What follows belongs to an exercise in optimizing a design on an open flow for small area; a production flow would make more cautious choices. Only simulation tests tie the RTL to the original design; equivalence was not proved. No activity file was given, so power comes from the tool's default toggle rates.

--- run.sh ---
#!/bin/bash
# synth_recipe.tcl (not shown) runs the flow's synth.tcl, then flattens the netlist and writes it again
# the make line also repeats each setting of config.mk as NAME=value (left out here)
make -C /OpenROAD-flow-scripts/flow DESIGN_CONFIG=/design/flow/config.mk WORK_HOME=/design/flow/orfs CLKGATE_MAP_FILE= SYNTH_SCRIPT=/design/flow/synth_recipe.tcl finish
--- config.mk ---
export PLATFORM = sky130hd
export DESIGN_NAME = wlan_interleaver_top
export DESIGN_NICKNAME = wlan_interleaver_top
export VERILOG_FILES = /design/flow/design.v
export SDC_FILE = /design/flow/constraint.sdc
export NUM_CORES = 4
export LEC_CHECK = 0
export CAP_MARGIN = 20
export CORE_MARGIN = 2
export CORE_UTILIZATION = 40
export SLEW_MARGIN = 20
--- constraint.sdc ---
create_clock -name core_clock -period 25.0 [get_ports {clk}]
set_input_delay 5.0000 -clock core_clock [delete_from_list [all_inputs] [get_ports {clk}]]
set_output_delay 5.0000 -clock core_clock [all_outputs]
set_load 0.01 [all_outputs]
--- design.v ---
module ktoi(Ncbps,k,i);
	input wire [6:0]Ncbps;  
	input wire [6:0]k;
	output reg [7:0]i;
	always@(*)
	begin
		if (Ncbps == 7'd48)
		begin
			i = (4'd3)*(k%(5'd16)) + (k >> 4);
		end
		else if (Ncbps == 7'd96)
		begin
			i = (4'd6)*(k%(5'd16)) + (k >> 4);
		end
		else  
			i = 8'b0;
	end
endmodule
module itok(Ncbps,i,k);
	input wire [6:0]Ncbps;  
	input wire [6:0]i;
	output reg [6:0]k;  
	always@(*)
	begin
		if (Ncbps == 7'd48)
		begin
			k = (i<<4) - 47*((i<<4)/48);
		end
		else if (Ncbps == 7'd96)
		begin
			k = (i<<4) - 95*((i<<4)/96);
		end
		else  
			k = 8'b0;
	end
endmodule
`timescale 1ns / 1ps
module interleaver(
    input wire clk,
    input wire reset,
    input wire in,
    output reg out
    );
	reg [6:0]k;
	wire [7:0]i;
	reg [6:0]Ncbps;
ktoi ktoi (
    .Ncbps(Ncbps), 
    .k(k), 
    .i(i)
    );
	reg flag; 
	always@(posedge clk or negedge reset)
	begin
		if (!reset)
		begin
			k <= 0;
			Ncbps <= 7'd48;
			flag <= 0;
		end	
		else if (Ncbps == 7'd48 && k == 7'd47)  
		begin												 
			k <= 0;
			Ncbps <= 7'd96;
			flag <= 1;  
		end	
		else if (k == 7'd95)  
		begin
			k <= 0;
			flag <= ~flag;
		end	
		else
			k <= k+1;  
	end	
	reg [0:47]signal;  
	always@(posedge clk or negedge reset)
	begin
		if (!reset)
			signal <= 0;
		else if(Ncbps == 7'd48)
			signal[i] <= in;
	end
	reg [0:95]a,b;  
	always@(posedge clk or negedge reset)
	begin
		if (!reset)
		begin
			a <= 0; b <= 0;
		end
		else if (Ncbps == 7'd96 && flag == 1)	
			a[i] <= in;
		else if (Ncbps == 7'd96 && flag == 0)	
			b[i] <= in;
	end
	reg [7:0]counter;
	always@(posedge clk or negedge reset)
	begin
		if (!reset)
			counter <= 0;
		else if (counter < 8'd143)
			counter <= counter +1;
		else if (counter == 8'd143)
			counter <= 8'd255;  
	end	
	always@(posedge clk)  
	begin
		if (!reset)
		begin
		end
		else if (counter <= 143)
		begin
			if (counter >= 96)
			begin
				out <= signal[counter - 96];  
			end
		end
		else if (counter == 255 && flag == 0)  
			out <= a[k];
		else if (counter == 255 && flag == 1)
			out <= b[k];	
	end
endmodule
`timescale 1ns / 1ps
module deinterleaver(
    input wire clk,
    input wire reset,
    input wire in,
    output reg out
    );
	reg [6:0]i;
	wire [6:0]k;
	reg [6:0]Ncbps;
itok itok (
    .Ncbps(Ncbps), 
    .i(i), 
    .k(k)
    );
	reg flag;
	always@(posedge clk or negedge reset)
	begin
		if (!reset)
		begin
			i <= 0;
			Ncbps <= 7'd48;
			flag <= 0;
		end	
		else if (Ncbps == 7'd48 && i == 7'd47)
		begin
			i <= 0;
			Ncbps <= 7'd96;
			flag <= 1;
		end	
		else if (i == 7'd95)
		begin
			i <= 0;
			flag <= ~flag;
		end	
		else
			i <= i+1;
	end	
	reg [0:47]signal;
	always@(posedge clk or negedge reset)
	begin
		if (!reset)
			signal <= 0;
		else if(Ncbps == 7'd48)
			signal[k] <= in;
	end
	reg [0:95]a,b;
	always@(posedge clk or negedge reset)
	begin
		if (!reset)
		begin
			a <= 0; b <= 0;
		end
		else if (Ncbps == 7'd96 && flag == 1)	
			a[k] <= in;
		else if (Ncbps == 7'd96 && flag == 0)	
			b[k] <= in;
	end
	reg [7:0]counter;
	always@(posedge clk or negedge reset)
	begin
		if (!reset)
			counter <= 0;
		else if (counter < 8'd143)
			counter <= counter +1;
		else if (counter == 8'd143)
			counter <= 8'd255;  
	end	
	always@(posedge clk)  
	begin
		if (!reset)
		begin
		end
		else if (counter <= 143)
		begin
			if (counter >= 96)
			begin
				out <= signal[counter - 96];
			end
		end
		else if (counter == 255 && flag == 0)
			out <= a[i];
		else if (counter == 255 && flag == 1)
			out <= b[i];	
	end
endmodule
module wlan_interleaver_top(
    input wire clk,
    input wire reset,
    input wire il_in,
    output wire il_out,
    input wire dil_in,
    output wire dil_out
    );
	interleaver u_il (
		.clk(clk),
		.reset(reset),
		.in(il_in),
		.out(il_out)
	);
	deinterleaver u_dil (
		.clk(clk),
		.reset(reset),
		.in(dil_in),
		.out(dil_out)
	);
endmodule
==> impl_metrics.env <==
export IMPL_status="complete, no violations"
export IMPL_synth_edff_count=2
export IMPL_drc=0
export IMPL_die_area_mm2=0.0858
export IMPL_endpoint_kind="register"
export IMPL_viasPerCell=5.88
export IMPL_place_gp_congestion=0.901
export IMPL_cp_arrival_ns=17.12
export IMPL_drv_cap=0
export IMPL_synth_seq_area_share=0.389
export IMPL_dr_pass1_iters=5
export IMPL_drive_gt1_frac=0.252
export IMPL_startpoint_type="register"
export IMPL_dp_slack_ns=8.32
export IMPL_timing_final_ws_setup_ns=8.36
export IMPL_crit_top_cell="ha_1"
export IMPL_ys_top_cells_by_area="dfrtp_1 39%, mux2_2 14%, mux4_2 8.9%, nand2_1 5.0%, ha_1 4.2%"
export IMPL_drv_slew=0
export IMPL_syn_area_per_cell_um2=10.6
export IMPL_ctsLongestPathBuffers=3
export IMPL_timing_fmax_mhz=60.1
export IMPL_clk_pin_slew_ns=0.07
export IMPL_power_leakage_nw=14.4
export IMPL_setup_tns_ns=0
export IMPL_coreArea_mm2=0.0824
export IMPL_cts_htree_levels=2
export IMPL_final_hold_violation_count=0
export IMPL_netlist_top_cell_by_area="dfrtp_1"
export IMPL_syn_nets=3279
export IMPL_cpPeakStageDelay_ns=1.02
export IMPL_cpLargestDelayFamily="simple AND/OR/NAND/NOR gates"
export IMPL_holdWs_ns=0.487
export IMPL_place_area_mm2=0.0344
export IMPL_start_util=0.405
export IMPL_cp_max_fo=33
export IMPL_io_buffer_count=5
export IMPL_fin_crit_ns=16.64
export IMPL_relSlewSlack=0.224
export IMPL_ys_flop_type="dfrtp_1"
export IMPL_drt_total_wl_um=88400
export IMPL_synth_commonest_cells="514 x dfrtp_1, 447 x nand2_1, 420 x mux2_2"
export IMPL_crit_buf_inv=9
export IMPL_vias=24400
export IMPL_cts_sinks=518
export IMPL_grt_usage=0.206
export IMPL_cts_tree="built"
export IMPL_post_cts_resized=0
export IMPL_grt_pass1_wl_um=143000
export IMPL_peakVddDrop_mv=0.0466
export IMPL_rows=105
export IMPL_final_setup_skew_ns=0.0470
export IMPL_first_global_vias=24600
export IMPL_power_frac_seq=0.478
export IMPL_antenna_found_initial=0
export IMPL_synth_top_area_share=0.385
export IMPL_critPathSlowestCell="dfrtp_1"
export IMPL_synthesis_area_mm2=0.0334
export IMPL_finalSetupViolations=0
export IMPL_fp_dieW_um=293
export IMPL_cts_root_buf="clkbuf_16"
export IMPL_p_clk_frac=0.482
export IMPL_post_route_cell_area_mm2=0.0364
export IMPL_final_nets=3175
export IMPL_dp_hpwl_um=58300
export IMPL_p_int_mw=1.42
export IMPL_synth_most_common_cell="dfrtp_1"
export IMPL_grt_overflow_total=0
export IMPL_fillCellCount=7664
export IMPL_die_y_um=293
export IMPL_yosys_warnings=4
export IMPL_area_growth_pct=8.86
export IMPL_antenna_left=0
export IMPL_grt_max_degree=168
export IMPL_ys_seq_elements=518
export IMPL_hp_class="reg -> reg"
export IMPL_path_class="reg -> reg"
export IMPL_tightestPinTransition_ns=1.16
export IMPL_switchingPower_uw=420
export IMPL_combinationalPowerShare=0.040
export IMPL_drt_initial_drc_count=1640
export IMPL_routedWlPerCell_um=21.3
export IMPL_cts_setup_buffers=0
export IMPL_cts_inserted_buffers=56
export IMPL_cp_required_ns=25.49
export IMPL_layout_worst_path_cycle_share=0.665
export IMPL_p_per_area_mw_per_mm2=50.7
export IMPL_synthCells=3142
export IMPL_async_reset_ff_frac=0.996
export IMPL_hold_buffers=0
export IMPL_synth_cell_types=118
export IMPL_p_sw_frac=0.228
export IMPL_rsz0062_at_grt="no"
export IMPL_diodes=0
export IMPL_worstSkewPairLatency_ns=0.64
export IMPL_ios=6
[cells by family (layout without fill, tap and decap cells)]
family                   count (synthesis)  in the layout  synth area share
AO/OA/AOI/OAI                          362            362            0.0792
XOR/XNOR                                86             86            0.0228
adder cells (fa/ha/maj)                133            133            0.0546
buffers and inverters                  298            240            0.0356
flip-flops                             518            518             0.389
multiplexers                           637            637             0.258
AND/OR/NAND/NOR                       1108           1108             0.161
[layer usage]
metal / vias to the layer above / global-route usage / part of all wire
met3: 144 / 0.0252 / 0.041
met4: 0 / 0.0560 / 0.024
met1: 12500 / 0.281 / 0.45
li1: 11200 / - / -
met2: 566 / 0.345 / 0.48
met5: - / 0 / 0
[flip-flops by register name, indices dropped and copies added (netlist names), 2 cells and up]
register / cells
u_dil.a: 96
u_dil.b: 96
u_il.a: 96
u_il.b: 96
u_dil.signal: 48
u_il.signal: 48
u_dil.counter: 8
u_il.counter: 8
u_dil.i: 7
u_il.k: 7
u_dil.Ncbps: 2
u_il.Ncbps: 2
[stage by stage]
stage	total power [mW]	std cells	util
2_1_floorplan	0.936	3142	-
3_3_place_gp	0.967	4050	0.417
3_5_place_dp	0.970	4050	0.417
4_1_cts	1.86	4154	0.441
5_1_grt	1.90	4154	0.441
6_report	1.84	4154	0.441
[power by group through the flow]
stage	sequential, mW	clock [mW]	combinational, mW
2_1_floorplan	0.890	0	0.0461
3_3_place_gp	0.894	0	0.0737
3_5_place_dp	0.895	0	0.0750
4_1_cts	0.879	0.907	0.0750
5_1_grt	0.882	0.941	0.0813
6_report	0.880	0.889	0.0733
[cell type report]
type	instances	area, um^2	area share
Multi-Input combinational cell	2326	19300	0.532
Inverter	90	343	0.00943
Tap cell	1070	1340	0.0368
Clock buffer	82	1650	0.0454
Timing Repair Buffer	46	390	0.0107
Sequential cell	518	13000	0.357
Clock inverter	22	328	0.00902
[cell usage in the layout (no fill, tap or decap), drive strengths merged, types with 8 or more instances in the layout]
cell type	synthesis	final
dfrtp	514	514
mux2	468	468
nand2	448	448
nor2	175	175
nor3	146	146
mux4	132	132
ha	112	112
inv	87	88
nand3	83	83
clkbuf	150	82
xnor2	70	70
a21oi	67	67
o21ai	62	62
nand2b	47	47
buf	58	44
nand4	37	37
mux2i	37	37
nor4	29	29
o31ai	26	26
and3	25	25
a211oi	23	23
fa	21	21
or3	21	21
o211ai	20	20
clkinv	3	17
xor2	16	16
and2	16	16
a31oi	16	16
a21o	15	15
nor2b	15	15
o22ai	15	15
o221ai	15	15
nor3b	13	13
o21a	10	10
nand3b	10	10
nand4b	10	10
or2	10	10
nor4b	10	10
a22oi	8	8
o2111ai	8	8
[path summary, 6_finish.rpt]
kind,depth (start not counted),endpoint,from,slack [ns]
max reg2reg,52,u_dil.a[80],u_dil.i[1],8.36
min,1,u_dil.a[18],u_dil.a[18],0.49
max,52,u_dil.a[80],u_dil.i[1],8.36
min reg2reg,1,u_dil.a[18],u_dil.a[18],0.49
max in group asynchronous,3,u_il.b[10],reset,18.55
min in group asynchronous,1,u_dil.signal[47],reset,4.35

-- afterwards: timing with drivers on the ports --
Ports are ideal in the flow. The routed layout listed here was re-timed in OpenROAD. Step 1: set_driving_cell puts a clkbuf_16 on clk and a buf_2 on each other input, an assumption about the parent block. Step 2, shift: input delay + t, output delay - t, t = (earliest + latest rising clock arrival at the registers) / 2. This alone moves slack from input paths to output paths. Three values: ideal ports, drivers, drivers and shift; two values: the first two.
shift t [ns]: 0.697
slack for setup (ns): 8.363 / 8.363 / 8.363
clock arrival spread, ns: 0.077 / 0.076
cell pins on the clock port's net: 1
After both steps this run still meets setup and hold. For this run, drivers alone change the setup slack by 0.000 ns; drivers and shift together by 0.000 ns.
